Context: an optimization exercise on an open-source flow, tuned for small area. The choices shown serve that exercise and are no tape-out recipe.
Only simulation tests tie the RTL to the original design; equivalence was not proved.
No activity file was given, so power comes from the tool's default toggle rates.

[flow/run.sh]
#!/bin/bash
# synth_recipe.tcl (not shown) runs the flow's synth.tcl, then flattens the netlist and writes it again
# the make line also repeats each setting of config.mk as NAME=value (left out here)
make -C /OpenROAD-flow-scripts/flow DESIGN_CONFIG=/design/flow/config.mk WORK_HOME=/design/flow/orfs CLKGATE_MAP_FILE= SYNTH_SCRIPT=/design/flow/synth_recipe.tcl finish
[flow/config.mk]
export PLATFORM = sky130hd
export DESIGN_NAME = Hdlc
export DESIGN_NICKNAME = Hdlc
export VERILOG_FILES = /design/flow/design.v
export SDC_FILE = /design/flow/constraint.sdc
export NUM_CORES = 4
export LEC_CHECK = 0
export CAP_MARGIN = 20
export CORE_MARGIN = 2
export CORE_UTILIZATION = 35
export PLACE_DENSITY_LB_ADDON = 0.1
export SLEW_MARGIN = 20
[flow/constraint.sdc]
create_clock -name core_clock -period 10.0 [get_ports {Clk}]
set_input_delay 2.0000 -clock core_clock [delete_from_list [all_inputs] [get_ports {Clk}]]
set_output_delay 2.0000 -clock core_clock [all_outputs]
set_load 0.01 [all_outputs]
[flow/design.v]
module AddressIF (
  input logic        Clk,              
  input logic        Rst,              
  input logic  [2:0] Address,          
  input logic        WriteEnable,      
  input logic        ReadEnable,       
  input logic  [7:0] DataIn,           
  output logic [7:0] DataOut,          
  input logic        Rx_Overflow,      
  input logic        Rx_AbortedFrame,  
  input logic        Rx_FrameError,    
  input logic        RxReady,          
  input logic  [7:0] Rx_FrameSize,     
  input logic  [7:0] Rx_DataBuffer,    
  input logic        Tx_Done,          
  input logic        Tx_Full,          
  input logic        Tx_AbortedTrans,  
  output logic       Rx_Drop,          
  output logic       Rx_FCSen,         
  output logic       Rx_ReadBuff,      
  output logic       Tx_WrBuff,        
  output logic       Tx_Enable,        
  output logic [7:0] Tx_DataInBuff,    
  output logic       Tx_AbortFrame     
);
  logic [7:0] Rx_SC;    
  logic [7:0] Rx_Len;   
  logic [7:0] Rx_Buff;  
  logic [7:0] Tx_SC;    
  logic [7:0] Tx_Buff;  
  assign Rx_Drop       = Rx_SC[1];
  assign Rx_FCSen      = Rx_SC[5];
  assign Rx_Len        = Rx_FrameSize;
  assign Rx_Buff       = Rx_DataBuffer;
  assign Tx_Enable     = Tx_SC[1];
  assign Tx_AbortFrame = Tx_SC[2];
  assign Tx_DataInBuff = Tx_Buff;
  always_ff @(posedge Clk or negedge Rst) begin : proc_Write
    if(~Rst) begin
      Rx_SC <= '0;
      Tx_SC <= '0;
      Tx_WrBuff <= 1'b0;
      Tx_Buff   <=   '0;
    end else begin
      if(WriteEnable) begin
        case (Address)
          3'b000 : begin
            Tx_SC[1] <= DataIn[1];  
            Tx_SC[2] <= DataIn[2];  
          end
          3'b001 : begin
            Tx_Buff   <= DataIn;
            Tx_WrBuff <= 1'b1;
          end
          3'b010 : begin
            Rx_SC[1] <= DataIn[1];  
            Rx_SC[5] <= DataIn[5];  
          end
        endcase
      end
      else begin
        Tx_SC[1]  <= 1'b0;
        Tx_SC[2]  <= 1'b0;
        Tx_WrBuff <= 1'b0;
        Tx_Buff   <=   '0;
        Rx_SC[1]  <= 1'b0;
      end
      Rx_SC[0]   <= RxReady;
      Rx_SC[2]   <= Rx_FrameError;
      Rx_SC[3]   <= Rx_AbortedFrame;
      Rx_SC[4]   <= Rx_Overflow;
      Rx_SC[7:6] <= '0;
      Tx_SC[0]   <= Tx_Done;
      Tx_SC[3]   <= Tx_AbortedTrans;
      Tx_SC[4]   <= Tx_Full;
      Tx_SC[7:5] <= '0;
    end
  end
  always_comb begin : proc_Read
    DataOut     = '0;
    Rx_ReadBuff = 1'b0;
    if(ReadEnable) begin
      case (Address)
        3'b000 : DataOut = Tx_SC;
        3'b010 : DataOut = Rx_SC;
        3'b011 : begin
          DataOut     = Rx_Buff;
          Rx_ReadBuff = 1'b1;
        end
        3'b100 : DataOut = Rx_Len;
      endcase
    end
  end
endmodule
module TxController (
  input  logic Clk,           
  input  logic Rst,           
  input  logic DataAvail,     
  input  logic AbortFrame,    
  input  logic NewByte,       
  input  logic WrBuff,        
  input  logic FCSDone,       
  output logic ValidFrame,    
  output logic RdBuff,        
  output logic WriteFCS,      
  output logic AbortedTrans,  
  output logic InitZero,      
  output logic StartFCS       
);
  enum logic [2:0] {
    IDLE,
    WAIT_FCS,
    FIRST_READ,
    START,
    RUN,
    READ,
    FCS,
    ABORT
  } ControllerState;
  logic [2:0] NewByteCounter;  
  always_ff @(posedge Clk or negedge Rst) begin : la_Controller
    if(~Rst) begin
      ControllerState <= IDLE;
      ValidFrame      <= 1'b0;
      RdBuff          <= 1'b0;
      WriteFCS        <= 1'b0;
      AbortedTrans    <= 1'b0;
      InitZero        <= 1'b0;
      StartFCS        <= 1'b0;
      NewByteCounter  <=   '0;
    end else begin
      case (ControllerState)
        IDLE : begin
          ValidFrame      <= 1'b0;
          WriteFCS        <= 1'b0;
          AbortedTrans    <= 1'b0;
          InitZero        <= 1'b0;
          RdBuff          <= 1'b0;
          NewByteCounter  <=   '0;
          if(DataAvail && !AbortFrame) begin
            ControllerState <= WAIT_FCS;
            StartFCS        <= 1'b1;
          end
          else begin
            ControllerState <= IDLE;
            StartFCS        <= 1'b0;
          end
        end
        WAIT_FCS : begin
          StartFCS        <= 1'b0;
          if(AbortFrame)
            ControllerState <= ABORT;
          else if(FCSDone) begin
            ControllerState <= FIRST_READ;
            RdBuff          <= 1'b1;
          end
          else
            ControllerState <= WAIT_FCS;
        end
        FIRST_READ : begin
          RdBuff          <= 1'b0;
          if(AbortFrame)
            ControllerState <= ABORT;
          else 
            ControllerState <= START;
        end
        START : begin
          if(AbortFrame)
            ControllerState <= ABORT;
          else begin
            ControllerState <= READ;
            InitZero        <= 1'b1;
          end
        end
        RUN : begin
          ValidFrame      <= 1'b1;
          RdBuff          <= 1'b0;
          if(AbortFrame) begin
            ControllerState <= ABORT;
            WriteFCS        <=  1'b0;
          end
          else if(NewByte) begin
            if(DataAvail) begin  
              ControllerState <= READ;
              WriteFCS        <= 1'b0;
            end
            else begin  
              ControllerState <=  FCS;  
              WriteFCS        <= 1'b1;
            end
          end
          else begin
            ControllerState <=  RUN;
            WriteFCS        <= 1'b0;
          end
        end
        READ : begin
          ValidFrame      <= 1'b1;
          RdBuff          <= 1'b1;
          InitZero        <= 1'b0;
          if(AbortFrame)
            ControllerState <= ABORT;
          else
            ControllerState <= RUN;
        end
        FCS : begin
          if(AbortFrame)
            ControllerState <= ABORT;
          else begin
            if(NewByte) begin
              WriteFCS        <= 1'b1;
              NewByteCounter  <= NewByteCounter + 1;
            end
            else
              WriteFCS        <= 1'b0;
            if((NewByteCounter == 4) && NewByte) begin  
              ControllerState <= IDLE;
              ValidFrame      <= 1'b0;
            end
            else
              ControllerState <=  FCS;
          end
        end
        ABORT : begin
          ValidFrame   <= 1'b0;
          RdBuff       <= 1'b0;
          WriteFCS     <= 1'b0;
          InitZero     <= 1'b0;
          if(WrBuff) begin  
            ControllerState <= IDLE;
            AbortedTrans    <= 1'b0;
          end
          else begin
            ControllerState <= ABORT;
            AbortedTrans    <=  1'b1;
          end
        end
      endcase
    end
  end
endmodule
module TxBuff(
  input logic               Clk,           
  input logic               Rst,           
  input logic               RdBuff,        
  input logic               WrBuff,        
  input logic               Enable,        
  input logic         [7:0] DataInBuff,    
  input logic               AbortedTrans,  
  output logic              DataAvail,     
  output logic              Done,          
  output logic        [7:0] DataOutBuff,   
  output logic              Full,          
  output logic [127:0][7:0] DataArray,     
  output logic        [7:0] FrameSize      
);
  localparam MAX_COUNT = 8'b0111_1110;  
  enum logic [1:0] {
    IDLE  = 2'b00,
    WRITE = 2'b01,
    READ  = 2'b10
  } CurrentState, NextState;
  logic       LoadFrameSize;  
  logic       EnCount;        
  logic [7:0] Count;          
  logic       RstCount;       
  assign DataOutBuff = Count[7] ? 8'h00 : DataArray[Count[6:0]];
  assign Full        = (Count == MAX_COUNT) ? 1'b1 : 1'b0;
  always_ff @(posedge Clk or negedge Rst) begin : la_Buffer
    if(~Rst) begin
      DataArray <= 0;
    end else begin
      if(WrBuff && !Full && !DataAvail)
        DataArray[Count[6:0]] <= DataInBuff;
      else if(CurrentState==IDLE)  
        DataArray <= '0;
    end
  end
  always_ff @(posedge Clk or negedge Rst) begin : la_Counter
    if(~Rst) begin
      Count <= '0;
    end else begin
      if(RstCount)
        Count <= '0;
      else if(EnCount)
        Count <= Count + 1;
    end
  end
  always_ff @(posedge Clk or negedge Rst) begin : la_FrameSize
    if(~Rst) begin
      FrameSize <= '0;
    end else begin
      if(LoadFrameSize)
        FrameSize <= Count;
    end
  end
  always_ff @(posedge Clk or negedge Rst) begin : la_FSM
    if(~Rst) begin
      CurrentState <= IDLE;
    end else begin
      CurrentState <= NextState;
    end
  end
  always_comb begin : la_ReadWrite
    case (CurrentState)
      IDLE : begin
        Done          = 1'b1;
        DataAvail     = 1'b0;
        LoadFrameSize = 1'b0;
        if(WrBuff) begin
          NextState = WRITE;
          EnCount   =  1'b1;
          RstCount  =  1'b0;
        end
        else begin
          NextState = IDLE;
          EnCount   = 1'b0;
          RstCount  = 1'b1;
        end
      end
      WRITE : begin
        if(Count == MAX_COUNT)
          EnCount = 1'b0;
        else
          EnCount = WrBuff;
        Done      = 1'b0;
        DataAvail = 1'b0;
        if(Enable) begin
          NextState     = READ;
          LoadFrameSize = 1'b1;
          RstCount      = 1'b1;
        end
        else begin
          NextState     = WRITE;
          LoadFrameSize =  1'b0;
          RstCount      =  1'b0;
        end
      end
      READ : begin
        DataAvail     = 1'b1;
        EnCount       = RdBuff;
        LoadFrameSize = 1'b0;
        if((Count == (FrameSize-1)) || AbortedTrans) begin  
          Done      = 1'b1;
          NextState = IDLE;
          RstCount  = 1'b1;
        end
        else begin
          Done      = 1'b0;
          NextState = READ;
          RstCount  = 1'b0;
        end
      end
      default : begin
        Done          = 1'b0;
        DataAvail     = 1'b0;
        LoadFrameSize = 1'b0;
        NextState     = IDLE;
        EnCount       = 1'b0;
        RstCount      = 1'b1;
      end
    endcase
  end
endmodule
module TxFCS(
  input logic               Clk,         
  input logic               Rst,         
  input logic               DataAvail,   
  input logic               ValidFrame,  
  input logic  [127:0][7:0] DataBuff,    
  input logic         [7:0] TxBuff,      
  input logic         [7:0] FrameSize,   
  input logic               WriteFCS,    
  input logic               StartFCS,    
  output logic        [7:0] Data,        
  output logic              FCSDone      
);
  enum logic [2:0] {
    IDLE,
    CALC_FCS,
    RUN,
    FCS1,
    FCS2
  } FCSstate;
  logic [15:0] FCS_reg;          
  logic  [7:0] FCSFrameCounter;  
  logic  [2:0] BitCounter;       
  always_ff @(posedge Clk or negedge Rst) begin : la_FCS
    if(~Rst) begin
      Data            <=   '1;
      FCS_reg         <=   '1;
      FCSstate        <= IDLE;
      FCSFrameCounter <=   '0;
      BitCounter      <=   '0;
      FCSDone         <= 1'b0;
    end else begin
      case (FCSstate)
        IDLE : begin
          Data            <=   '1;
          FCS_reg         <=   '0;
          FCSFrameCounter <=   '0;
          BitCounter      <=   '0;
          FCSDone         <= 1'b0;
          FCSFrameCounter <=   '0;
          if(StartFCS)
            FCSstate        <= CALC_FCS;
          else
            FCSstate        <= IDLE;
        end
        CALC_FCS : begin
          FCS_reg[0]    <= (FCSFrameCounter[7] ? 1'b0 : DataBuff[FCSFrameCounter[6:0]][BitCounter]) ^ FCS_reg[15];
          FCS_reg[1]    <= FCS_reg[0];
          FCS_reg[2]    <= FCS_reg[1] ^ FCS_reg[15];
          FCS_reg[14:3] <= FCS_reg[13:2];
          FCS_reg[15]   <= FCS_reg[14] ^ FCS_reg[15];
          Data    <= TxBuff;
          if(BitCounter == 7) begin
            BitCounter      <=   '0;
            FCSFrameCounter <= FCSFrameCounter + 1;
            if(FCSFrameCounter != (FrameSize+1)) begin  
              FCSstate <= CALC_FCS;
              FCSDone  <= 1'b0;
            end
            else begin
              FCSstate <=  RUN;
              FCSDone  <= 1'b1;
            end
          end
          else begin
            FCSstate        <= CALC_FCS;
            BitCounter      <= BitCounter + 1;
            FCSFrameCounter <= FCSFrameCounter;
          end
        end
        RUN : begin
          FCS_reg <= FCS_reg;
          if(DataAvail)
            Data <= TxBuff;
          else
            Data <= Data;
          if(!ValidFrame && !DataAvail)
            FCSstate <= IDLE;
          else if(WriteFCS)
            FCSstate <= FCS1;
          else
            FCSstate <= RUN;
        end
        FCS1 : begin
          FCS_reg  <= FCS_reg;
          if(!ValidFrame) begin
            FCSstate <= IDLE;
            Data     <= Data;
          end
          else if(WriteFCS) begin  
            FCSstate  <= FCS2;
            Data[7] <= FCS_reg[0];
            Data[6] <= FCS_reg[1];
            Data[5] <= FCS_reg[2];
            Data[4] <= FCS_reg[3];
            Data[3] <= FCS_reg[4];
            Data[2] <= FCS_reg[5];
            Data[1] <= FCS_reg[6];
            Data[0] <= FCS_reg[7];
          end
          else begin  
            FCSstate  <= FCS1;
            Data[7] <= FCS_reg[8];
            Data[6] <= FCS_reg[9];
            Data[5] <= FCS_reg[10];
            Data[4] <= FCS_reg[11];
            Data[3] <= FCS_reg[12];
            Data[2] <= FCS_reg[13];
            Data[1] <= FCS_reg[14];
            Data[0] <= FCS_reg[15];
          end
        end
        FCS2 : begin
          FCS_reg  <= FCS_reg;
          if(!ValidFrame) begin
            FCSstate <= IDLE;
            Data     <=   '0;
          end
          else if(WriteFCS) begin  
            FCSstate <= FCS2;
            Data     <=   '0;
          end
          else begin
            FCSstate <= FCS2;
          end
        end
      endcase
    end
  end
endmodule
module TxChannel(
  input logic       Clk,           
  input logic       Rst,           
  input logic       TxEN,          
  input logic       ValidFrame,    
  input logic       AbortedTrans,  
  input logic [7:0] Data,          
  input logic       InitZero,      
  output logic      Tx,            
  output logic      NewByte        
);
  logic        TxD;            
  logic [15:0] Temp_reg;       
  logic  [2:0] ZeroCounter;    
  logic  [7:0] Transmitt_reg;  
  logic        FlagState;      
  logic        OnesDetected;   
  assign OnesDetected = &Temp_reg[4:0];
  always_ff @(posedge Clk or negedge Rst) begin : la_ZeroDetect
    if(~Rst) begin
      NewByte     <= 1'b0;
      TxD         <= 1'b0;
      Temp_reg    <=   '0;
      ZeroCounter <=   '0;
    end
    else begin
      if(TxEN) begin
        TxD <= Temp_reg[0];
        if(ValidFrame) begin
          if(OnesDetected) begin  
            Temp_reg[3:0] <= Temp_reg[4:1];
            Temp_reg[4]   <= 1'b0;
            NewByte       <= 1'b0;
          end
          else begin
            if(ZeroCounter == 3'b111) begin  
              ZeroCounter <= '0;
              Temp_reg[7:0]  <= Temp_reg >> 1;
              Temp_reg[15:8] <= Data;
              NewByte        <= 1'b1;
            end
            else begin
              ZeroCounter  <= ZeroCounter + 1;
              Temp_reg     <= Temp_reg >> 1;
              Temp_reg[15] <= 1'b0;
              NewByte      <= 1'b0;
            end
          end
        end
        else begin
          if(InitZero)
            Temp_reg[7:0]  <= Temp_reg[7:0];
          else
            Temp_reg[7:0]  <= Data;
          Temp_reg[15:8] <= Data;
          NewByte        <= 1'b0;
          ZeroCounter    <=   '0;
        end
      end
    end
  end
  always_ff @(posedge Clk or negedge Rst) begin : la_FlagInsert
    if(~Rst) begin
      Tx            <= 1'b1;
      FlagState     <= 1'b0;
      Transmitt_reg <=   '1;
    end
    else begin
      case (FlagState)
        0 : begin 
          Tx <= Transmitt_reg[0];
          if(ValidFrame && !AbortedTrans) begin  
            Transmitt_reg <= 8'b0111_1110;  
            FlagState     <= 1'b1;
          end
          else begin
            Transmitt_reg[7]   <= 1'b1;
            Transmitt_reg[6:0] <= Transmitt_reg >> 1;
          end
        end
        1 : begin 
          if(AbortedTrans) begin  
            Transmitt_reg <= 8'b1111_1110;  
            FlagState     <= 1'b0;
            Tx            <= Transmitt_reg[0];
          end
          else if(!ValidFrame) begin  
            Transmitt_reg <= 8'b1011_1111;  
            FlagState     <= 1'b0;
            Tx            <= 1'b0;
          end
          else begin
            Transmitt_reg[7]   <= TxD;
            Transmitt_reg[6:0] <= Transmitt_reg >> 1;
            Tx                 <= Transmitt_reg[0];
          end
        end
      endcase
    end
  end
endmodule
module RxController(
  input logic       Clk,              
  input logic       Rst,              
  input logic       NewByte,          
  input logic       FlagDetect,       
  input logic       Overflow,         
  input logic       FCSerror,         
  input logic       Abort,            
  output logic      EoF,              
  output logic      ValidFrame,       
  output logic      AbortedFrame,     
  output logic      WriteByte,        
  output logic      StartZeroDetect,  
  output logic      FrameError,       
  output logic      StartFCS,         
  output logic      StopFCS           
);
  enum logic [1:0] {
    IDLE,
    WAIT,
    OVERFLOW
  } Controlstate;
  logic [2:0] FlagCounter;          
  logic       FrameStatus;          
  logic [7:0] FrameStatusReg;       
  logic       NonByteAlignedError;  
  assign ValidFrame = (FrameStatusReg[0] || StartZeroDetect) && FrameStatusReg[5];
  assign StopFCS    = FrameStatus && FlagDetect;
  assign StartFCS   = StartZeroDetect;
  always_ff @(posedge Clk or negedge Rst) begin : la_ValidFrame
    if(~Rst) begin
      FrameStatus     <= 1'b0;
      FrameStatusReg  <=   '0;
      FlagCounter     <=   '0;
      StartZeroDetect <= 1'b0;
      AbortedFrame    <= 1'b0;
    end else begin
      if(Abort) begin
        FrameStatus  <= 1'b0;
        FlagCounter  <=   '0;
        if(ValidFrame)
          AbortedFrame <= 1'b1;
        else
          AbortedFrame <= 1'b0;
      end
      else if(FlagDetect) begin
        if(!ValidFrame) begin
          FrameStatus  <= 1'b1;
          FlagCounter  <= FlagCounter + 1;
          AbortedFrame <= 1'b0;
        end
        else begin
          FrameStatus <= 1'b0;
          FlagCounter <= 1'b0;
        end
      end
      else if(FlagCounter == 7) begin
          StartZeroDetect <= 1'b1;
          FlagCounter     <= 1'b0;
      end
      else if(FlagCounter > 0) begin  
        FlagCounter <= FlagCounter + 1;
      end
      else
        StartZeroDetect <= 1'b0;
      FrameStatusReg[6:0] <= FrameStatusReg >> 1;
      FrameStatusReg[7]   <= FrameStatus;
    end
  end
  always_ff @(posedge Clk or negedge Rst) begin : la_Controller
    if(~Rst) begin
      WriteByte           <= 1'b0;
      Controlstate        <= IDLE;
      EoF                 <= 1'b0;
      NonByteAlignedError <= 1'b0;
    end else begin
      case (Controlstate)
        IDLE : begin
          WriteByte           <= 1'b0;
          EoF                 <= 1'b0;
          NonByteAlignedError <= 1'b0;
          if(ValidFrame)
            Controlstate <= WAIT;
          else
            Controlstate <= IDLE;
        end
        WAIT : begin
          WriteByte  <= 1'b0;
          if(ValidFrame) begin
            if(Overflow)
              Controlstate <= OVERFLOW;
            else
              Controlstate <= WAIT;
              if(NewByte)
                WriteByte    <= 1'b1;
              else if(FlagDetect && !NewByte) begin
                NonByteAlignedError <= 1'b1;
                WriteByte           <= 1'b0;
              end
              else
                WriteByte    <= 1'b0;
            end
          else begin
            EoF          <= 1'b1;
            Controlstate <= IDLE;
            WriteByte    <= 1'b0;
          end
        end
        OVERFLOW : begin
          if(ValidFrame) begin
            Controlstate <= OVERFLOW;
            if(FlagDetect && !NewByte)
              NonByteAlignedError <= 1'b1;
          end
          else begin
            Controlstate <= IDLE;
            EoF          <= 1'b1;
          end
        end
      endcase
    end
  end
  always_ff @(posedge Clk or negedge Rst) begin : la_Error
    if(~Rst) begin
      FrameError <= 1'b0;
    end else begin
      if(NonByteAlignedError || FCSerror)
        FrameError <= 1'b1;
      else if(FlagDetect)  
        FrameError <= 1'b0;
    end
  end
endmodule
module RxBuff(
  input logic        Clk,            
  input logic        Rst,            
  input logic  [7:0] DataBuff,      
  input logic        EoF,            
  input logic        WrBuff,         
  input logic        ReadBuff,       
  input logic        AbortedFrame,   
  input logic        FrameError,     
  input logic        Drop,           
  input logic        FlagDetect,     
  output logic [7:0] FrameSize,      
  output logic       RxReady,        
  output logic [7:0] RxDataBuffOut,  
  output logic       Overflow        
);
  localparam [7:0] MAX_COUNT = 8'b1000_0000;  
  logic              LoadFrameSize;  
  logic              EnCount;        
  logic              RstCount;       
  logic        [7:0] Count;          
  logic [127:0][7:0] DataArray;      
  logic              OverflowHold;   
  enum logic [1:0] {
    IDLE,
    WRITE,
    READ
  } CurrentState, NextState;
  always_ff @(posedge Clk or negedge Rst) begin : la_Buffer
    if(~Rst) begin
      DataArray     <= '0;
      RxDataBuffOut <= '0;
    end else begin
      if(WrBuff && !Overflow) begin
        if(!Count[7])
          DataArray[Count[6:0]] <= DataBuff;
        RxDataBuffOut     <= '0;
      end
      else if(!RxReady) begin
        RxDataBuffOut <= '0;
      end
      else
        RxDataBuffOut <= Count[7] ? 8'h00 : DataArray[Count[6:0]];
    end
  end
  always_ff @(posedge Clk or negedge Rst) begin : la_OverflowHold
    if(~Rst) begin
      OverflowHold <= 1'b0;
    end else begin
      OverflowHold <= Overflow;
    end
  end
  always_ff @(posedge Clk or negedge Rst) begin : la_Counter
    if(~Rst) begin
      Count <= '0;
    end else begin
      if(RstCount)
        Count <= '0;
      else if(EnCount)
        Count <= Count + 1;
    end
  end
  always_ff @(posedge Clk or negedge Rst) begin : la_FrameSize
    if(~Rst) begin
      FrameSize   <= '0;
    end else begin
      if(LoadFrameSize)
        FrameSize <= Count - 2;
    end
  end
  always_ff @(posedge Clk or negedge Rst) begin : la_FSM
    if(~Rst) begin
      CurrentState <= IDLE;
    end else begin
      CurrentState <= NextState;
    end
  end
  always_comb begin : la_ReadWrite
    RxReady       = 1'b0;
    LoadFrameSize = 1'b0;
    Overflow      = OverflowHold;
    NextState     = IDLE;
    EnCount       = 1'b0;
    RstCount      = 1'b1;
    case (CurrentState)
      IDLE : begin
        RxReady       = 1'b0;
        LoadFrameSize = 1'b0;
        Overflow      = 1'b0;
        if(WrBuff) begin
          NextState = WRITE;
          EnCount   =  1'b1;
          RstCount  =  1'b0;
        end
        else begin
          NextState = IDLE;
          EnCount   = 1'b0;
          RstCount  = 1'b1;
        end
      end
      WRITE : begin
        if(Count == MAX_COUNT) begin
          if(WrBuff)
            Overflow = 1'b1;
          EnCount = 1'b0;
        end
        else begin
          Overflow = 1'b0;
          EnCount  = WrBuff;
        end
        if(FrameError) begin
          RxReady   = 1'b0;
          NextState = IDLE;
          RstCount  = 1'b1;
        end
        else if((EoF)) begin
          RxReady       = 1'b1;
          NextState     = READ;
          LoadFrameSize = 1'b1;
          RstCount      = 1'b1;
        end
        else begin
          RxReady       = 1'b0;
          NextState     = WRITE;
          LoadFrameSize = 1'b0;
          RstCount      = 1'b0;
        end
      end
      READ : begin
        EnCount       = ReadBuff;
        LoadFrameSize = 1'b0;
        if((Count == FrameSize) || Drop || FrameError || AbortedFrame) begin
          Overflow  = 1'b0;
          RxReady   = 1'b0;
          NextState = IDLE;
          RstCount  = 1'b1;
        end
        else begin
          RxReady = 1'b1;
          if(FlagDetect) begin  
            NextState = WRITE;
            Overflow  =  1'b0;
            RxReady   =  1'b0;
            RstCount  =  1'b1;
          end
          else begin
            NextState = READ;
            RstCount  = 1'b0;
          end
        end
      end
    endcase
  end
endmodule
module RxFCS(
  input logic       Clk,       
  input logic       Rst,       
  input logic       Rx,        
  input logic       StartFCS,  
  input logic       StopFCS,   
  input logic       FCSen,     
  output logic      FCSerr     
);
  enum logic {
    IDLE,
    RUN
  } FCSState;
  logic [15:0] FCS_reg;     
  logic  [4:0] ZeroRemove;  
  always_ff @(posedge Clk or negedge Rst) begin : la_FCS
    if(~Rst) begin
      FCS_reg    <=   '0;
      FCSState   <= IDLE;
      ZeroRemove <=   '0;
      FCSerr     <= 1'b0;
    end else begin
      case (FCSState)
        IDLE : begin
          if(StartFCS) begin
            FCSState        <= RUN;
            FCS_reg[0]      <= Rx;
            ZeroRemove[4]   <= Rx;
            ZeroRemove[3:0] <= ZeroRemove[4:1];
          end
          else begin
            FCS_reg    <= '0;
            FCSState   <= IDLE;
            ZeroRemove <= '0;
          end
          FCSerr     <= 1'b0;
        end
        RUN : begin
          if(StopFCS) begin
            FCSState <= IDLE;
            FCSerr   <= FCSen && (|FCS_reg);
          end
          else begin
            FCSerr     <= 1'b0;
            FCSState <= RUN;
            ZeroRemove[4]   <= Rx;
            ZeroRemove[3:0] <= ZeroRemove[4:1];
            if(&ZeroRemove) begin  
              FCS_reg <= FCS_reg;
            end
            else begin
              FCS_reg[0]    <= Rx ^ FCS_reg[15];
              FCS_reg[1]    <= FCS_reg[0];
              FCS_reg[2]    <= FCS_reg[1] ^ FCS_reg[15];
              FCS_reg[14:3] <= FCS_reg[13:2];
              FCS_reg[15]   <= FCS_reg[14] ^ FCS_reg[15];
            end
          end
        end
      endcase
    end
  end
endmodule
module RxChannel (
  input logic        Clk,              
  input logic        Rst,              
  input logic        RxEN,             
  input logic        Rx,               
  input logic        ValidFrame,       
  input logic        StartZeroDetect,  
  output logic       FlagDetect,       
  output logic [7:0] RxData,           
  output logic       Abort,            
  output logic       NewByte,          
  output logic       RxD               
);
  logic       ZeroDetect;    
  logic [7:0] TempRegister;  
  logic [2:0] BitCounter;    
  logic [5:0] CheckReg;      
  logic [7:0] ShiftReg;      
  assign ZeroDetect = !RxD && &CheckReg[5:1];
  always_ff @(posedge Clk or negedge Rst) begin : la_ZeroDetect
    if(~Rst) begin
      BitCounter   <=   '0;
      TempRegister <=   '0;
      NewByte      <= 1'b0;
      CheckReg     <=   '0;
      RxData       <= 1'b0;
    end else begin
      if(ValidFrame) begin
        if(!StartZeroDetect) begin
          CheckReg[4:0] <= CheckReg >> 1;
          CheckReg[5]   <= RxD;
        end
        else begin
          CheckReg[4:0] <=  '0;
          CheckReg[5]   <= RxD;
          BitCounter    <=  '0;
        end
          TempRegister[BitCounter] <= RxD;
        if(ZeroDetect) begin
          NewByte <= 1'b0;
        end
        else begin
          if(BitCounter == 7) begin
            BitCounter  <=   '0;
            NewByte     <= 1'b1;
          end
          else begin
            BitCounter <= BitCounter + 1;
            NewByte    <= 1'b0;
          end
        end
        if(NewByte)
          RxData <= TempRegister;
      end
      else begin
        NewByte    <= 1'b0;
        BitCounter <= 1'b0;
      end
    end
  end
  always_ff @(posedge Clk or negedge Rst) begin : la_FlagDetect
    if(~Rst) begin
      FlagDetect <= 1'b0;
      Abort      <= 1'b0;
      RxD        <= 1'b0;
      ShiftReg   <=   '0;
    end else begin
      FlagDetect    <= !ShiftReg[0] && &ShiftReg[6:1] && !ShiftReg[7];
      Abort         <= !ShiftReg[0] && &ShiftReg[7:1];
      ShiftReg[6:0] <= ShiftReg >> 1;
      ShiftReg[7]   <= Rx;
      RxD           <= ShiftReg[0];
    end
  end
endmodule
module Hdlc (
  input logic        Clk,  
  input logic        Rst,  
  input logic  [2:0] Address,      
  input logic        WriteEnable,  
  input logic        ReadEnable,   
  input logic  [7:0] DataIn,       
  output logic [7:0] DataOut,      
  output logic       Tx,       
  input logic        TxEN,     
  output logic       Tx_Done,  
  input logic        Rx,       
  input logic        RxEN,     
  output logic       Rx_Ready  
);
  logic Tx_ValidFrame;    
  logic Tx_AbortedTrans;  
  logic Tx_WriteFCS;      
  logic Tx_InitZero;      
  logic Tx_StartFCS;      
  logic Tx_RdBuff;        
  logic Tx_NewByte;  
  logic       Tx_FCSDone;  
  logic [7:0] Tx_Data;     
  logic              Tx_Full;         
  logic              Tx_DataAvail;    
  logic        [7:0] Tx_FrameSize;    
  logic [127:0][7:0] Tx_DataArray;    
  logic        [7:0] Tx_DataOutBuff;  
  logic       Tx_WrBuff;      
  logic       Tx_Enable;      
  logic [7:0] Tx_DataInBuff;  
  logic       Tx_AbortFrame;  
  logic Rx_ValidFrame;       
  logic Rx_WrBuff;           
  logic Rx_EoF;              
  logic Rx_AbortSignal;      
  logic Rx_StartZeroDetect;  
  logic Rx_FrameError;       
  logic Rx_StartFCS;         
  logic Rx_StopFCS;          
  logic [7:0] Rx_Data;         
  logic       Rx_NewByte;      
  logic       Rx_FlagDetect;   
  logic       Rx_AbortDetect;  
  logic       RxD;             
  logic Rx_FCSerr;  
  logic [7:0] Rx_FrameSize;    
  logic       Rx_Overflow;     
  logic [7:0] Rx_DataBuffOut;  
  logic Rx_FCSen;   
  logic Rx_RdBuff;  
  logic Rx_Drop;    
  AddressIF u_AddressIF(
    .Clk(             Clk             ),
    .Rst(             Rst             ),
    .Address(         Address         ),
    .WriteEnable(     WriteEnable     ),
    .ReadEnable(      ReadEnable      ),
    .DataIn(          DataIn          ),
    .DataOut(         DataOut         ),
    .Rx_Overflow(     Rx_Overflow     ),
    .Rx_AbortedFrame( Rx_AbortSignal  ),
    .Rx_FrameError(   Rx_FrameError   ),
    .RxReady(         Rx_Ready        ),
    .Rx_FrameSize(    Rx_FrameSize    ),
    .Rx_DataBuffer(   Rx_DataBuffOut  ),
    .Tx_Done(         Tx_Done         ),
    .Tx_Full(         Tx_Full         ),
    .Tx_AbortedTrans( Tx_AbortedTrans ),
    .Rx_Drop(         Rx_Drop         ),
    .Rx_ReadBuff(     Rx_RdBuff       ),
    .Rx_FCSen(        Rx_FCSen        ),
    .Tx_WrBuff(       Tx_WrBuff       ),
    .Tx_Enable(       Tx_Enable       ),
    .Tx_DataInBuff(   Tx_DataInBuff   ),
    .Tx_AbortFrame(   Tx_AbortFrame   )
  );
  TxController u_TxController(
    .Clk(          Clk             ),
    .Rst(          Rst             ),
    .DataAvail(    Tx_DataAvail    ),
    .AbortFrame(   Tx_AbortFrame   ),
    .NewByte(      Tx_NewByte      ),
    .WrBuff(       Tx_WrBuff       ),
    .FCSDone(      Tx_FCSDone      ),
    .ValidFrame(   Tx_ValidFrame   ),
    .RdBuff(       Tx_RdBuff       ),
    .WriteFCS(     Tx_WriteFCS     ),
    .AbortedTrans( Tx_AbortedTrans ),
    .InitZero(     Tx_InitZero     ),
    .StartFCS(     Tx_StartFCS     )
  );
  TxBuff u_TxBuff(
    .Clk(          Clk             ),
    .Rst(          Rst             ),
    .RdBuff(       Tx_RdBuff       ),
    .WrBuff(       Tx_WrBuff       ),
    .Enable(       Tx_Enable       ),
    .DataInBuff(   Tx_DataInBuff   ),
    .AbortedTrans( Tx_AbortedTrans ),
    .DataOutBuff(  Tx_DataOutBuff  ),
    .DataAvail(    Tx_DataAvail    ),
    .Done(         Tx_Done         ),
    .Full(         Tx_Full         ),
    .DataArray(    Tx_DataArray    ),
    .FrameSize(    Tx_FrameSize    )
  );
  TxFCS u_TxFCS(
    .Clk(         Clk            ),
    .Rst(         Rst            ),
    .ValidFrame(  Tx_ValidFrame  ),
    .DataAvail(   Tx_DataAvail   ),
    .DataBuff(    Tx_DataArray   ),
    .TxBuff(      Tx_DataOutBuff ),
    .WriteFCS(    Tx_WriteFCS    ),
    .FrameSize(   Tx_FrameSize   ),
    .StartFCS(    Tx_StartFCS    ),
    .Data(        Tx_Data        ),
    .FCSDone(     Tx_FCSDone     )
  );
  TxChannel u_TxChannel(
    .Clk(          Clk             ),
    .Rst(          Rst             ),
    .TxEN(         TxEN            ),
    .ValidFrame(   Tx_ValidFrame   ),
    .AbortedTrans( Tx_AbortedTrans ),
    .Data(         Tx_Data         ),
    .InitZero(     Tx_InitZero     ),
    .Tx(           Tx              ),
    .NewByte(      Tx_NewByte      )
  );
  RxController u_RxController(
    .Clk(             Clk                ),
    .Rst(             Rst                ),
    .NewByte(         Rx_NewByte         ),
    .FlagDetect(      Rx_FlagDetect      ),
    .Overflow(        Rx_Overflow        ),
    .FCSerror(        Rx_FCSerr          ),
    .Abort(           Rx_AbortDetect     ),
    .AbortedFrame(    Rx_AbortSignal     ),
    .EoF(             Rx_EoF             ),
    .ValidFrame(      Rx_ValidFrame      ),
    .WriteByte(       Rx_WrBuff          ),
    .StartZeroDetect( Rx_StartZeroDetect ),
    .FrameError(      Rx_FrameError      ),
    .StartFCS(        Rx_StartFCS        ),
    .StopFCS(         Rx_StopFCS         )
  );
  RxBuff u_RxBuff(
    .Clk(           Clk             ),
    .Rst(           Rst             ),
    .DataBuff(      Rx_Data         ),
    .EoF(           Rx_EoF          ),
    .WrBuff(        Rx_WrBuff       ),
    .Drop(          Rx_Drop         ),
    .FlagDetect(    Rx_FlagDetect   ),
    .AbortedFrame(  Rx_AbortSignal  ),
    .FrameError(    Rx_FrameError   ),
    .ReadBuff(      Rx_RdBuff       ),
    .Overflow(      Rx_Overflow     ),
    .RxReady(       Rx_Ready        ),
    .FrameSize(     Rx_FrameSize    ),
    .RxDataBuffOut( Rx_DataBuffOut  )
  );
  RxFCS u_RxFCS(
    .Clk(        Clk           ),
    .Rst(        Rst           ),
    .Rx(         RxD           ),
    .StartFCS(   Rx_StartFCS   ),
    .StopFCS(    Rx_StopFCS    ),
    .FCSen(      Rx_FCSen      ),
    .FCSerr(     Rx_FCSerr     )
  );
  RxChannel u_RxChannel(
    .Clk(              Clk                ),
    .Rst(              Rst                ),
    .RxEN(             RxEN               ),
    .Rx(               Rx                 ),
    .ValidFrame(       Rx_ValidFrame      ),
    .StartZeroDetect(  Rx_StartZeroDetect ),
    .RxD(              RxD                ),
    .FlagDetect(       Rx_FlagDetect      ),
    .RxData(           Rx_Data            ),
    .Abort(            Rx_AbortDetect     ),
    .NewByte(          Rx_NewByte         )
  );
endmodule
==> metrics.md, run 1 <==
| Metric | Value |
|---|---|
| Netlist cell types | 76 |
| Postcts setup bufs | 0 |
| # DRC | 0 |
| GPL Wtd Cong | around 0.87 |
| Final period demand of the worst path | between 6 and 7 ns |
| Global-route wire length before repair | ~580,000 um |
| Hold buffer count at cts | 0 |
| Sink Count | about 2.3k |
| Initial core utilization | a little over a third |
| Pleak | 55.4 nW |
| Critical Path Start Type | input port |
| Post-synth EDFFs | 0 |
| Max-slew violation count | 0 |
| Ys async rst share | 100% |
| HPWL Detailed | ~250,000 um |
| Main area contributors after synthesis | dfrtp_1, mux4_2, mux2_2 |
| Die H | between 500 and 600 um |
| CTS Buffer Depth | 4 |
| Synth Cell Area | 0.114 sq mm |
| Top Metal Used | met5 |
| Final period utilization | ~64% |
| RSZ-0062 raised after global routing | no |
| DP Worst Slack | roughly 3.6 ns |
| Setup TNS Final | 0 ns |
| Share of cells above drive strength 1 | between 30% and 40% |
| Crit-path max FO | 13 |
| Crit. End Element | primary output |
| Resized Gates After CTS | 0 |
| Drt total wl | a little under 400,000 um |
| Max-Cap Viols | 0 |
| Slew margin rel. | between 10% and 20% |
| Root buffer cell | clkbuf_16 |
| Largest net degree at the start of global routing | around 190 |
| Area growth syn-to-layout | 11.5% |
| Top_reg_cell synth | dfrtp_1 |
| Final Hold Viols | 0 |
| Vias in the first global route | between 70k and 80k |
| Yosys warnings | 9 |
| Avg Cell Area, Syn | ~14 sq um |
| Post-Route Skew | between 0.03 and 0.04 ns |
| TritonCTS clock tree | yes |
| Num CTS Buffers | ~280 |
| Iteration-0 DRC Markers | roughly 6.1k |
| Met3 wire len | roughly 20,000 um |
| Total congestion overflow | 0 |
| Crit path kind | input port to primary output |
| Cell with the most instances after synthesis | dfrtp_1 |
| Die area | about 0.33 sq mm |
| Worst Tran Pin Value | between 1 and 1.5 ns |
| Routed len/inst | 31.2 um |
| Nets | around 8k |
| Final worst slack | 3.58 ns |
| Rows | around 210 |
| IO Count | 29 |
| Pre-antenna DRT Iters | 5 |
| Die X | 574 um |
| Met2 routed WL | about 190,000 um |
| DR vias | between 70k and 80k |
| Number of setup violations in the final report | 0 |
| Core area | around 0.32 sq mm |
| PD cells | between 150 and 200 mW/mm^2 |
| Seq/Total Area, Yosys | about 50% |
| Fmax | 0.156 GHz |
| DR vias/cell | approximately 6 |
| Synth top cells by count | dfrtp_1, a22o_1, mux2_2, mux4_2, clkbuf_1 |
| Final ANT Viol Nets | 0 |
| Register bit total from synthesis | roughly 2.3k |
| Clock-pin slew on the worst setup and hold paths | around 0.060 ns |
| Mapped Cells | 8,296 |
| GRT Resource Usage Total | between 20% and 30% |
| Data arrival time of the worst path | roughly 4.4 ns |
| Outcome | timing/DRC/antenna clean |
| Syn nets | 8,350 |
| H-tree depth | 5 |
| Port-buffer cells | 27 |
| Hold crit path type | register to register |
| Worst VDD drop | about 0.00021 V |
| Synth top area share | slightly below 50% |
| Post-synth top area cell | dfrtp_1 |
| Required time of the critical path | approximately 8 ns |
| Worst-skew pair later-pin latency | around 0.85 ns |
| WL met1 | 172,000 um |
| Initial antenna violation count | 19 |
==> cells in the final DEF (no fill, tap or decap), drive strengths merged, types with 10 or more instances in the layout <==
cell type,instances
mux4,686
xor2,30
or2,24
o21ai,316
dfrtp,2240
nand2b,26
nor4,12
or3,11
nor2,361
a211oi,51
and2,20
a31oi,14
a221oi,12
a22oi,37
clkbuf,423
and3,13
a22o,1054
diode,10
o22ai,114
nand3,66
mux2,1131
inv,56
o221ai,83
nor3,40
clkinv,37
clkdlybuf4s50,26
xnor2,29
ha,36
nand4,12
buf,141
nor2b,42
mux2i,318
a21oi,201
dfstp,33
nand2,456
==> layer usage <==
layer	global-route usage (%)	vias up
li1	-	31617
met1	32.6	41027
met2	37.7	2393
met3	3.24	608
met4	8.53	6
met5	0	-
==> logic make-up after synthesis <==
| kind of cell | count (synthesis) | share of synthesized area, % |
|---|---|---|
| buffers and inverters | 723 | 2.73 |
| XOR/XNOR | 59 | 0.455 |
| multiplexers | 2135 | 28.0 |
| AO/OA/AOI/OAI | 1962 | 13.0 |
| flip-flops | 2273 | 50.1 |
| adder cells (fa/ha/maj) | 36 | 0.397 |
| AND/OR/NAND/NOR | 1108 | 5.31 |
==> worst max-delay path, stage by stage <==
cell and delay, ns:
clkdlybuf4s50_1 0.64, nor2_1 0.69, a22oi_1 0.18, o21ai_0 0.21, and2_1 0.16, clkdlybuf4s50_1 0.53
==> stage by stage <==
stage | power [mW] | cells | util [%] | hold slack, ns | area, sq um
3_5_place_dp | 13.1 | 12117 | 36.4 | 0.336 | 118000
4_1_cts | 23.1 | 12590 | 39.1 | 0.349 | 127000
3_3_place_gp | 13.1 | 12117 | 36.4 | 0.337 | 118000
6_report | 22.9 | 12601 | 39.2 | 0.344 | 127000
5_1_grt | 23.8 | 12594 | 39.1 | 0.363 | 127000
2_1_floorplan | 12.0 | 8296 | - | 0.331 | 114000
==> power breakdown <==
| part | leakage, nW | switching [mW] | internal [mW] |
|---|---|---|---|
| Clock | 4.34 | 4.07 | 5.90 |
| Combinational | 19.6 | 2.25 | 0.988 |
| Sequential | 31.5 | 0.316 | 9.38 |
| Total | 55.4 | 6.64 | 16.3 |
==> final cells by class <==
cell class / instances / area [sq um]
Clock buffer: 423 / 8330
Sequential cell: 2273 / 57000
Inverter: 53 / 199
Antenna cell: 10 / 25.0
Clock inverter: 50 / 470
Fill cell: 30340 / 197000
Multi-Input combinational cell: 5300 / 53600
Timing Repair Buffer: 167 / 1550
Tap cell: 4325 / 5410
==> worst paths after layout <==
check	startpoint	end	slack (ns)	cells after the start
max reg2reg	u_TxBuff.Count[1]$_DFFE_PN0P_	u_TxFCS.Data[4]$_DFFE_PN1P_	4.20	10
min reg2reg	u_RxController.FrameStatusReg[2]$_DFF_PN0_	u_RxController.FrameStatusReg[1]$_DFF_PN0_	0.34	0
max	Address[0]	DataOut[4]	3.58	6
max in group asynchronous	Rst	u_RxChannel.RxData[0]$_DFFE_PN0P_	6.38	3
min	u_RxController.FrameStatusReg[2]$_DFF_PN0_	u_RxController.FrameStatusReg[1]$_DFF_PN0_	0.34	0
min in group asynchronous	Rst	u_TxBuff.DataArray[238]$_DFFE_PN0P_	1.13	1
==> run 2, diff against run 1 <==
--- a/flow/design.v
+++ b/flow/design.v
@@ -42,3 +42,2 @@
       Tx_WrBuff <= 1'b0;
-      Tx_Buff   <=   '0;
     end else begin
@@ -51,3 +50,2 @@
           3'b001 : begin
-            Tx_Buff   <= DataIn;
             Tx_WrBuff <= 1'b1;
@@ -64,3 +62,2 @@
         Tx_WrBuff <= 1'b0;
-        Tx_Buff   <=   '0;
         Rx_SC[1]  <= 1'b0;
@@ -78,2 +75,6 @@
   end
+  always_ff @(posedge Clk) begin : proc_TxBuff
+    if(WriteEnable && (Address == 3'b001))
+      Tx_Buff <= DataIn;
+  end
   always_comb begin : proc_Read
@@ -120,2 +121,8 @@
   logic [2:0] NewByteCounter;  
+  always_ff @(posedge Clk) begin : la_NewByteCounter
+    if(ControllerState == IDLE)
+      NewByteCounter <= '0;
+    else if((ControllerState == FCS) && !AbortFrame && NewByte)
+      NewByteCounter <= NewByteCounter + 1;
+  end
   always_ff @(posedge Clk or negedge Rst) begin : la_Controller
@@ -129,3 +136,2 @@
       StartFCS        <= 1'b0;
-      NewByteCounter  <=   '0;
     end else begin
@@ -138,3 +144,2 @@
           RdBuff          <= 1'b0;
-          NewByteCounter  <=   '0;
           if(DataAvail && !AbortFrame) begin
@@ -211,3 +216,2 @@
               WriteFCS        <= 1'b1;
-              NewByteCounter  <= NewByteCounter + 1;
             end
@@ -253,3 +257,5 @@
   output logic              Full,          
-  output logic [127:0][7:0] DataArray,     
+  input  logic        [7:0] FcsAddr,       
+  input  logic        [2:0] FcsBitSel,     
+  output logic              FcsBit,        
   output logic        [7:0] FrameSize      
@@ -266,12 +272,40 @@
   logic       RstCount;       
-  assign DataOutBuff = Count[7] ? 8'h00 : DataArray[Count[6:0]];
+  logic [7:0] Mem [0:125];
+  logic [6:0] Valid;
+  logic       Write;
+  logic [7:0] FcsByte;
+  assign Write       = WrBuff && !Full && !DataAvail;
+  logic [7:0]  HiA, HiB;
+  logic [15:0] LoA, LoB;
+  logic [7:0]  RdA, RdB;
+  always_comb begin : la_Read
+    HiA = 8'b1 << Count[6:4];
+    LoA = 16'b1 << Count[3:0];
+    HiB = 8'b1 << FcsAddr[6:4];
+    LoB = 16'b1 << FcsAddr[3:0];
+    RdA = '0;
+    RdB = '0;
+    for (int k = 0; k < 126; k++) begin
+      RdA = RdA | ({8{HiA[k/16] & LoA[k%16]}} & Mem[k]);
+      RdB = RdB | ({8{HiB[k/16] & LoB[k%16]}} & Mem[k]);
+    end
+  end
+  assign DataOutBuff = (Count < {1'b0, Valid}) ? RdA : 8'h00;
+  assign FcsByte     = (FcsAddr < {1'b0, Valid}) ? RdB : 8'h00;
+  assign FcsBit      = FcsByte[FcsBitSel];
   assign Full        = (Count == MAX_COUNT) ? 1'b1 : 1'b0;
-  always_ff @(posedge Clk or negedge Rst) begin : la_Buffer
+  always_ff @(posedge Clk) begin : la_Buffer
+    if(Write)
+      Mem[Count[6:0]] <= DataInBuff;
+  end
+  always_ff @(posedge Clk or negedge Rst) begin : la_Valid
     if(~Rst) begin
-      DataArray <= 0;
+      Valid <= '0;
     end else begin
-      if(WrBuff && !Full && !DataAvail)
-        DataArray[Count[6:0]] <= DataInBuff;
+      if(Write) begin
+        if(Count[6:0] == Valid)
+          Valid <= Valid + 1;
+      end
       else if(CurrentState==IDLE)  
-        DataArray <= '0;
+        Valid <= '0;
     end
@@ -288,9 +322,5 @@
   end
-  always_ff @(posedge Clk or negedge Rst) begin : la_FrameSize
-    if(~Rst) begin
-      FrameSize <= '0;
-    end else begin
-      if(LoadFrameSize)
-        FrameSize <= Count;
-    end
+  always_ff @(posedge Clk) begin : la_FrameSize
+    if(LoadFrameSize)
+      FrameSize <= Count;
   end
@@ -369,3 +399,5 @@
   input logic               ValidFrame,  
-  input logic  [127:0][7:0] DataBuff,    
+  input logic               FcsBit,      
+  output logic        [7:0] FcsAddr,     
+  output logic        [2:0] FcsBitSel,   
   input logic         [7:0] TxBuff,      
@@ -387,2 +419,26 @@
   logic  [2:0] BitCounter;       
+  assign FcsAddr   = FCSFrameCounter;
+  assign FcsBitSel = BitCounter;
+  logic LastBit;   
+  assign LastBit = (BitCounter == 7) && (FCSFrameCounter == (FrameSize+1));  
+  always_ff @(posedge Clk) begin : la_FCSCalc
+    case (FCSstate)
+      IDLE : begin
+        FCS_reg         <= '0;
+        FCSFrameCounter <= '0;
+        BitCounter      <= '0;
+      end
+      CALC_FCS : begin
+        FCS_reg[0]    <= FcsBit ^ FCS_reg[15];
+        FCS_reg[1]    <= FCS_reg[0];
+        FCS_reg[2]    <= FCS_reg[1] ^ FCS_reg[15];
+        FCS_reg[14:3] <= FCS_reg[13:2];
+        FCS_reg[15]   <= FCS_reg[14] ^ FCS_reg[15];
+        BitCounter    <= BitCounter + 1;
+        if(BitCounter == 7)
+          FCSFrameCounter <= FCSFrameCounter + 1;
+      end
+      default : ;
+    endcase
+  end
   always_ff @(posedge Clk or negedge Rst) begin : la_FCS
@@ -390,6 +446,3 @@
       Data            <=   '1;
-      FCS_reg         <=   '1;
       FCSstate        <= IDLE;
-      FCSFrameCounter <=   '0;
-      BitCounter      <=   '0;
       FCSDone         <= 1'b0;
@@ -399,7 +452,3 @@
           Data            <=   '1;
-          FCS_reg         <=   '0;
-          FCSFrameCounter <=   '0;
-          BitCounter      <=   '0;
           FCSDone         <= 1'b0;
-          FCSFrameCounter <=   '0;
           if(StartFCS)
@@ -410,24 +459,10 @@
         CALC_FCS : begin
-          FCS_reg[0]    <= (FCSFrameCounter[7] ? 1'b0 : DataBuff[FCSFrameCounter[6:0]][BitCounter]) ^ FCS_reg[15];
-          FCS_reg[1]    <= FCS_reg[0];
-          FCS_reg[2]    <= FCS_reg[1] ^ FCS_reg[15];
-          FCS_reg[14:3] <= FCS_reg[13:2];
-          FCS_reg[15]   <= FCS_reg[14] ^ FCS_reg[15];
           Data    <= TxBuff;
-          if(BitCounter == 7) begin
-            BitCounter      <=   '0;
-            FCSFrameCounter <= FCSFrameCounter + 1;
-            if(FCSFrameCounter != (FrameSize+1)) begin  
-              FCSstate <= CALC_FCS;
-              FCSDone  <= 1'b0;
-            end
-            else begin
-              FCSstate <=  RUN;
-              FCSDone  <= 1'b1;
-            end
+          if(LastBit) begin
+            FCSstate <=  RUN;
+            FCSDone  <= 1'b1;
           end
           else begin
-            FCSstate        <= CALC_FCS;
-            BitCounter      <= BitCounter + 1;
-            FCSFrameCounter <= FCSFrameCounter;
+            FCSstate <= CALC_FCS;
+            FCSDone  <= 1'b0;
           end
@@ -435,3 +470,2 @@
         RUN : begin
-          FCS_reg <= FCS_reg;
           if(DataAvail)
@@ -448,3 +482,2 @@
         FCS1 : begin
-          FCS_reg  <= FCS_reg;
           if(!ValidFrame) begin
@@ -477,3 +510,2 @@
         FCS2 : begin
-          FCS_reg  <= FCS_reg;
           if(!ValidFrame) begin
@@ -490,2 +522,3 @@
         end
+        default : ;
       endcase
@@ -749,3 +782,5 @@
   logic        [7:0] Count;          
-  logic [127:0][7:0] DataArray;      
+  logic        [7:0] Mem [0:127];    
+  logic        [7:0] Valid;          
+  logic              Write;          
   logic              OverflowHold;   
@@ -756,5 +791,27 @@
   } CurrentState, NextState;
-  always_ff @(posedge Clk or negedge Rst) begin : la_Buffer
+  assign Write = WrBuff && !Overflow && !Count[7];
+  logic [7:0]  Hi;
+  logic [15:0] Lo;
+  logic [7:0]  Rd;
+  always_comb begin : la_Read
+    Hi = 8'b1 << Count[6:4];
+    Lo = 16'b1 << Count[3:0];
+    Rd = '0;
+    for (int k = 0; k < 128; k++)
+      Rd = Rd | ({8{Hi[k/16] & Lo[k%16]}} & Mem[k]);
+  end
+  always_ff @(posedge Clk) begin : la_Buffer
+    if(Write)
+      Mem[Count[6:0]] <= DataBuff;
+  end
+  always_ff @(posedge Clk or negedge Rst) begin : la_Valid
+    if(~Rst) begin
+      Valid <= '0;
+    end else begin
+      if(Write && (Count == Valid))
+        Valid <= Valid + 1;
+    end
+  end
+  always_ff @(posedge Clk or negedge Rst) begin : la_BufferOut
     if(~Rst) begin
-      DataArray     <= '0;
       RxDataBuffOut <= '0;
@@ -762,4 +819,2 @@
       if(WrBuff && !Overflow) begin
-        if(!Count[7])
-          DataArray[Count[6:0]] <= DataBuff;
         RxDataBuffOut     <= '0;
@@ -770,3 +825,3 @@
       else
-        RxDataBuffOut <= Count[7] ? 8'h00 : DataArray[Count[6:0]];
+        RxDataBuffOut <= (Count < Valid) ? Rd : 8'h00;
     end
@@ -967,6 +1022,4 @@
       BitCounter   <=   '0;
-      TempRegister <=   '0;
       NewByte      <= 1'b0;
       CheckReg     <=   '0;
-      RxData       <= 1'b0;
     end else begin
@@ -982,3 +1035,2 @@
         end
-          TempRegister[BitCounter] <= RxD;
         if(ZeroDetect) begin
@@ -996,4 +1048,2 @@
         end
-        if(NewByte)
-          RxData <= TempRegister;
       end
@@ -1005,2 +1055,9 @@
   end
+  always_ff @(posedge Clk) begin : la_Data
+    if(ValidFrame) begin
+      TempRegister[BitCounter] <= RxD;
+      if(NewByte)
+        RxData <= TempRegister;
+    end
+  end
   always_ff @(posedge Clk or negedge Rst) begin : la_FlagDetect
@@ -1047,3 +1104,5 @@
   logic        [7:0] Tx_FrameSize;    
-  logic [127:0][7:0] Tx_DataArray;    
+  logic        [7:0] Tx_FcsAddr;      
+  logic        [2:0] Tx_FcsBitSel;    
+  logic              Tx_FcsBit;       
   logic        [7:0] Tx_DataOutBuff;  
@@ -1125,3 +1184,5 @@
     .Full(         Tx_Full         ),
-    .DataArray(    Tx_DataArray    ),
+    .FcsAddr(      Tx_FcsAddr      ),
+    .FcsBitSel(    Tx_FcsBitSel    ),
+    .FcsBit(       Tx_FcsBit       ),
     .FrameSize(    Tx_FrameSize    )
@@ -1133,3 +1194,5 @@
     .DataAvail(   Tx_DataAvail   ),
-    .DataBuff(    Tx_DataArray   ),
+    .FcsBit(      Tx_FcsBit      ),
+    .FcsAddr(     Tx_FcsAddr     ),
+    .FcsBitSel(   Tx_FcsBitSel   ),
     .TxBuff(      Tx_DataOutBuff ),
--- a/flow/config.mk
+++ b/flow/config.mk
@@ -9,3 +9,6 @@
 export CORE_MARGIN = 2
-export CORE_UTILIZATION = 35
+export CORE_UTILIZATION = 60
+export CTS_BUF_LIST = sky130_fd_sc_hd__clkbuf_8
+export CTS_CLUSTER_DIAMETER = 100
+export CTS_CLUSTER_SIZE = 30
 export PLACE_DENSITY_LB_ADDON = 0.1
==> metrics.md, run 2 <==
| Metric | Value |
|---|---|
| GPL Wtd Cong | 1.48 (+70%) |
| Failing step | 5_1_grt |
| Synth top cells by count | edfxtp_1, nand3_1, nor2_1, a22oi_1, nand4_1 |
| Main area contributors after synthesis | edfxtp_1, dfrtp_1, a22oi_1 |
| Post-synth top area cell | edfxtp_1 |
| Netlist cell types | 94 (+24%) |
| Initial core utilization | 60.5% (+25 points) |
| IO Count | 29 (unchanged) |
| H-tree depth | 3 (-2) |
| Mapped Cells | 6,833 (-18%) |
| Die H | 403 um (-30%) |
| Avg Cell Area, Syn | 14.0 sq um (+2.3%) |
| Err | [ERROR GRT-0232] Routing congestion too high. Check the congestion heatmap in the GUI. |
| Seq/Total Area, Yosys | 70.3% (+20 points) |
| Total congestion overflow | 8 |
| Port-buffer cells | 27 (unchanged) |
| Syn nets | 6,923 (-17%) |
| CTS Buffer Depth | 3 (-1) |
| Rows | 146 (-30%) |
| Outcome | did not finish |
| GRT Resource Usage Total | ~77% |
| Die X | 403 um (-30%) |
| Sink Count | 2,272 (-0.044%) |
| Ys async rst share | 7.83% (-92 points) |
| Postcts setup bufs | 0 (unchanged) |
| Synth Cell Area | 0.0957 sq mm (-16%) |
| Resized Gates After CTS | 0 (unchanged) |
| Post-synth EDFFs | 2,091 (+2,091) |
| HPWL Detailed | 403,000 um (+61%) |
| Largest net degree at the start of global routing | 112 |
| Top_reg_cell synth | edfxtp_1 |
| Synth top area share | 65.6% (+16 points) |
| Cell with the most instances after synthesis | edfxtp_1 |
| Num CTS Buffers | 87 (-69%) |
| Hold buffer count at cts | 0 (unchanged) |
| Register bit total from synthesis | 2,272 (-0.044%) |
| Yosys warnings | 9 (unchanged) |
| Root buffer cell | clkbuf_8 |
run 2: changes by cell type after synthesis, moves of 213 or more:
cell / change
nand3_1: +550
nand2_1: -215
nor2_1: +348
mux2_2: -969
a22oi_1: +401
a221oi_1: +213
edfxtp_1: +2091
mux4_2: -686
dfrtp_1: -2079
a22o_1: -805
mux2i_1: -273
nand4_1: +255
clkbuf_1: -245
run 2: per-stage QoR:
stage	setup slack, ns	instances	area [sq um]
after floorplan	5.04	6833	95700
after global placement	3.72	8980	101000
after detailed placement	3.66	8984	101000
after CTS	3.65	9108	103000
run 2: logic make-up after synthesis:
| group | share of synthesized area (%) |
|---|---|
| adders and majority gates | 0.941 |
| buffers and inverters | 2.28 |
| and+or+nand+nor | 11.7 |
| xor gates and xnor gates | 0.576 |
| muxes | 0.717 |
| DFF | 70.3 |
| AOI/OAI and AO/OA | 13.5 |
run 2: power by group through the flow:
| stage | clock, mW | sequential, mW | combinational, mW |
|---|---|---|---|
| floorplan | 0 | 10.8 | 1.16 |
| global placement | 0 | 10.8 | 2.35 |
| CTS | 3.68 | 10.6 | 2.36 |
| detailed placement | 0 | 10.8 | 2.36 |
run 2: routing by layer:
layer  overflow  GRT usage, %
met1          2          82.1
met2          2          85.4
met3          4          70.5
met4          0          63.4
met5          0          63.4
run 2: worst max-delay path by stage:
stage,slack (ns),startpoint,depth (start not counted),end
2_1_floorplan,5.04,Address[0],5,DataOut[5]
3_3_place_gp,3.72,Address[1],7,DataOut[2]
3_5_place_dp,3.66,Address[1],7,DataOut[2]
4_1_cts,3.65,Address[1],7,DataOut[2]
==> run 3, diff against run 2 <==
--- a/flow/design.v
+++ b/flow/design.v
@@ -277,19 +277,4 @@
   assign Write       = WrBuff && !Full && !DataAvail;
-  logic [7:0]  HiA, HiB;
-  logic [15:0] LoA, LoB;
-  logic [7:0]  RdA, RdB;
-  always_comb begin : la_Read
-    HiA = 8'b1 << Count[6:4];
-    LoA = 16'b1 << Count[3:0];
-    HiB = 8'b1 << FcsAddr[6:4];
-    LoB = 16'b1 << FcsAddr[3:0];
-    RdA = '0;
-    RdB = '0;
-    for (int k = 0; k < 126; k++) begin
-      RdA = RdA | ({8{HiA[k/16] & LoA[k%16]}} & Mem[k]);
-      RdB = RdB | ({8{HiB[k/16] & LoB[k%16]}} & Mem[k]);
-    end
-  end
-  assign DataOutBuff = (Count < {1'b0, Valid}) ? RdA : 8'h00;
-  assign FcsByte     = (FcsAddr < {1'b0, Valid}) ? RdB : 8'h00;
+  assign DataOutBuff = (Count < {1'b0, Valid}) ? Mem[Count[6:0]] : 8'h00;
+  assign FcsByte     = (FcsAddr < {1'b0, Valid}) ? Mem[FcsAddr[6:0]] : 8'h00;
   assign FcsBit      = FcsByte[FcsBitSel];
@@ -792,12 +777,2 @@
   assign Write = WrBuff && !Overflow && !Count[7];
-  logic [7:0]  Hi;
-  logic [15:0] Lo;
-  logic [7:0]  Rd;
-  always_comb begin : la_Read
-    Hi = 8'b1 << Count[6:4];
-    Lo = 16'b1 << Count[3:0];
-    Rd = '0;
-    for (int k = 0; k < 128; k++)
-      Rd = Rd | ({8{Hi[k/16] & Lo[k%16]}} & Mem[k]);
-  end
   always_ff @(posedge Clk) begin : la_Buffer
@@ -825,3 +800,3 @@
       else
-        RxDataBuffOut <= (Count < Valid) ? Rd : 8'h00;
+        RxDataBuffOut <= (Count < Valid) ? Mem[Count[6:0]] : 8'h00;
     end
--- a/flow/config.mk
+++ b/flow/config.mk
@@ -9,6 +9,6 @@
 export CORE_MARGIN = 2
-export CORE_UTILIZATION = 60
-export CTS_BUF_LIST = sky130_fd_sc_hd__clkbuf_8
-export CTS_CLUSTER_DIAMETER = 100
-export CTS_CLUSTER_SIZE = 30
+export CORE_UTILIZATION = 65
+export CTS_BUF_LIST = sky130_fd_sc_hd__clkbuf_16
+export CTS_CLUSTER_DIAMETER = 80
+export CTS_CLUSTER_SIZE = 24
 export PLACE_DENSITY_LB_ADDON = 0.1
==> metrics.md, run 3 <==
| Metric | Value |
|---|---|
| Outcome | timing/DRC/antenna clean |
| Mux cell area share after synthesis | 15.6% (+15 points) |
| Vias in the first global route | around 55k |
| Drt total wl | 270,000 um |
| Critical Path Start Type | input port |
| Top_reg_cell synth | edfxtp_1 |
| Hold crit path type | register to register |
| Synth Cell Area | 0.0982 sq mm (+2.6%) |
| Num CTS Buffers | 114 (+31%) |
| # DRC | 0 |
| Worst-skew pair later-pin latency | between 0.7 and 0.8 ns |
| Synth top area share | 63.9% (-1.7 points) |
| Logic pwr share | around a fifth |
| Yosys warnings | 9 (unchanged) |
| Total congestion overflow | 0 |
| Compound-cell area share of the yosys netlist | 7.11% (-6.4 points) |
| Clock power frac | 25.8% |
| Sequential Power Share | a little over half |
| Clock-pin slew on the worst setup and hold paths | ~0.1 ns |
| Number of setup violations in the final report | 0 |
| Fmax | approximately 0.16 GHz |
| Max reg flops | 1,024 |
| DR vias | 56.7k |
| Initial antenna violation count | 15 |
| Postcts setup bufs | 0 (unchanged) |
| CP peak stage delay | 0.82 ns |
| Synth Area in Simple Gates | 4.78% (-6.9 points) |
| Slew margin rel. | 8.73% |
| Post-route cell area | approximately 0.10 sq mm |
| Seq/Total Area, Yosys | 68.7% (-1.6 points) |
| Ys async rst share | 7.81% (-0.024 points) |
| Crit path kind | input port to primary output |
| Power Internal | about 14 mW |
| Most frequent CP cell | clkdlybuf4s50_1 |
| Pre-antenna DRT Iters | 8 |
| Critical path endpoint | DataOut[2] |
| XOR/XNOR Fraction of Synth Area | 0.642% (+0.066 points) |
| IO Count | 29 (unchanged) |
| Worst VDD drop | 0.000175 V |
| Die H | 393 um (-2.7%) |
| Post-Route Skew | roughly 0.035 ns |
| Largest family of logic cells by synthesized area | multiplexers |
| Setup TNS Final | 0 ns |
| CTS Buffer Depth | 3 (unchanged) |
| Rows | 142 (-2.7%) |
| Sw frac | a little under 30% |
| WL met1 | 93,900 um |
| Worst r2r dst | u_TxFCS.FCS_reg[0]$_DFFE_PP_ |
| FF-to-FF path depth | 11 |
| Die X | 393 um (-2.7%) |
| Routed len/inst | around 36 um |
| Final ANT Viol Nets | 0 |
| Main area contributors after synthesis | edfxtp_1, mux4_2, dfrtp_1 |
| Met3 wire len | between 30,000 and 40,000 um |
| Avg Cell Area, Syn | 17.5 sq um (+25%) |
| Synth Area in Adders | 0.739% (-0.20 points) |
| Commonest non-fill, non-tap cell in the layout | edfxtp_1 |
| H-tree depth | 3 (unchanged) |
| Final period utilization | 63.0% |
| Crit-path max FO | 18 |
| Crit. End Element | primary output |
| Psw | about 5.9 mW |
| R2r setup slk | 4.41 ns |
| Met2 routed WL | about 120,000 um |
| Data arrival time of the worst path | ~4.3 ns |
| Final period demand of the worst path | 6.30 ns |
| Most frequent cells in the layout | edfxtp_1, mux4_2, nor2_1 |
| Global-route wire length before repair | ~390,000 um |
| Die area | between 0.15 and 0.2 sq mm |
| TritonCTS clock tree | yes |
| Synth top cells by count | edfxtp_1, mux4_2, nor2_1, a22oi_1, nand2_1 |
| Iteration-0 DRC Markers | 8,772 |
| Worst Tran Pin Value | about 1.4 ns |
| Cell with the most instances after synthesis | edfxtp_1 |
| Max-slew violation count | 0 |
| Syn nets | 5,698 (-18%) |
| Top Metal Used | met5 |
| RSZ-0062 raised after global routing | no |
| Core area | roughly 0.15 sq mm |
| Post-synth top area cell | edfxtp_1 |
| Register bit total from synthesis | 2,279 (+0.31%) |
| Resized Gates After CTS | 0 (unchanged) |
| Nets | around 5.6k |
| HPWL Detailed | 166,000 um (-59%) |
| Placed inst area | 0.100 sq mm (-1.3%) |
| Hold buffer count at cts | 0 (unchanged) |
| Netlist cell types | 90 (-4.3%) |
| GPL Wtd Cong | 1.03 (-31%) |
| Area growth syn-to-layout | 5.54% |
| PD cells | 195 mW/mm^2 |
| Critical path's slowest cell | clkdlybuf4s50_1 |
| Sink Count | 2,279 (+0.31%) |
| Port-buffer cells | 27 (unchanged) |
| Worst-path cell chain | clkdlybuf4s50_1, nor2_1, nand3_1, o21ai_0, and2_1, clkdlybuf4s50_1 |
| Largest net degree at the start of global routing | approximately 130 |
| Final Hold Viols | 0 |
| Critical path origin | Address[1] |
| Share of cells above drive strength 1 | between 15 and 20% |
| DR vias/cell | 7.45 |
| Root buffer cell | clkbuf_16 |
| GRT Resource Usage Total | around a third |
| Required time of the critical path | ~8.0 ns |
| Max-Cap Viols | 0 |
| Pleak | slightly above 30 nW |
| Mapped Cells | 5,622 (-18%) |
| Initial core utilization | 65.5% (+5.0 points) |
| Post-synth EDFFs | 2,091 (unchanged) |
## run 3: changes by cell type after synthesis, sizes merged, moves of 121 or more
cell / change
a32oi: -164
nand4: -209
a22o: -166
a22oi: -121
mux4: +575
nand3: -520
nor2: -167
a221oi: -131
## run 3: cells by family (layout without fill, tap and decap cells)
family,count (synthesis),in the layout
buf+inv,449,405
fa+ha+maj,58,58
other cells,0,10
mux,786,786
simple gates,1013,1013
xor+xnor,72,72
flops,2279,2279
compound gates,965,965
## run 3: critical path, delay by kind of cell
kind | cells | cell delay [ns]
AO/OA/AOI/OAI | 1 | 0.11
buffers and inverters | 2 | 1.36
AND/OR/NAND/NOR | 3 | 0.83
## run 3: cell type report
cell class | instances | area [sq um]
fillers | 9532 | 46300
inverters | 67 | 251
repair buffers | 159 | 1450
diodes | 10 | 25.0
well taps | 2016 | 2520
multi-input cells | 2894 | 28500
clock inverters | 64 | 544
flip-flops and latches | 2279 | 67500
clock buffers | 115 | 2880
## run 3: per-layer routing
metal / global-route usage [%] / vias up
met5: 0.223 / -
met4: 22.0 / 8
met3: 8.26 / 991
met2: 53.5 / 4212
met1: 46.9 / 28653
li1: - / 22813
## run 3: worst min path at each step
stage	startpoint	endpoint	slack [ns]	cells past startpoint
after floorplan	u_RxController.FrameStatusReg[1]$_DFF_PN0_	u_RxController.FrameStatusReg[0]$_DFF_PN0_	0.33	0
after global placement	u_RxController.FrameStatusReg[4]$_DFF_PN0_	u_RxController.FrameStatusReg[3]$_DFF_PN0_	0.34	0
after detailed placement	u_RxController.FrameStatusReg[2]$_DFF_PN0_	u_RxController.FrameStatusReg[1]$_DFF_PN0_	0.34	0
after CTS	u_RxController.FrameStatusReg[3]$_DFF_PN0_	u_RxController.FrameStatusReg[2]$_DFF_PN0_	0.35	0
after global routing	u_RxController.FrameStatusReg[1]$_DFF_PN0_	u_RxController.FrameStatusReg[0]$_DFF_PN0_	0.37	0
final	u_RxController.FrameStatusReg[3]$_DFF_PN0_	u_RxController.FrameStatusReg[2]$_DFF_PN0_	0.35	0
## run 3: metrics by stage
stage | worst slack, ns | power [mW] | utilization, % | instances | hold WS, ns
3_3_place_gp | 3.79 | 14.9 | 66.8 | 7412 | 0.336
2_1_floorplan | 4.93 | 13.7 | - | 5622 | 0.331
5_1_grt | 3.48 | 20.6 | 69.1 | 7595 | 0.367
6_report | 3.70 | 20.2 | 69.1 | 7604 | 0.348
3_5_place_dp | 3.77 | 15.0 | 66.8 | 7412 | 0.342
4_1_cts | 3.77 | 20.0 | 69.0 | 7591 | 0.353
## run 3: power groups by stage
stage | logic, mW | clock network [mW] | registers (mW)
floorplan | 2.89 | 0 | 10.9
global placement | 3.85 | 0 | 11.1
detailed placement | 3.90 | 0 | 11.1
CTS | 3.91 | 5.24 | 10.9
global route | 4.18 | 5.54 | 10.9
finish | 4.09 | 5.21 | 10.9

Setup slack of run 3, layout unchanged: 3.700 ns with ideal ports, 3.676 ns with driving cells assumed (clock clkbuf_16, inputs buf_2), 3.676 ns with port delays also shifted by the 0.853 ns mid clock arrival.
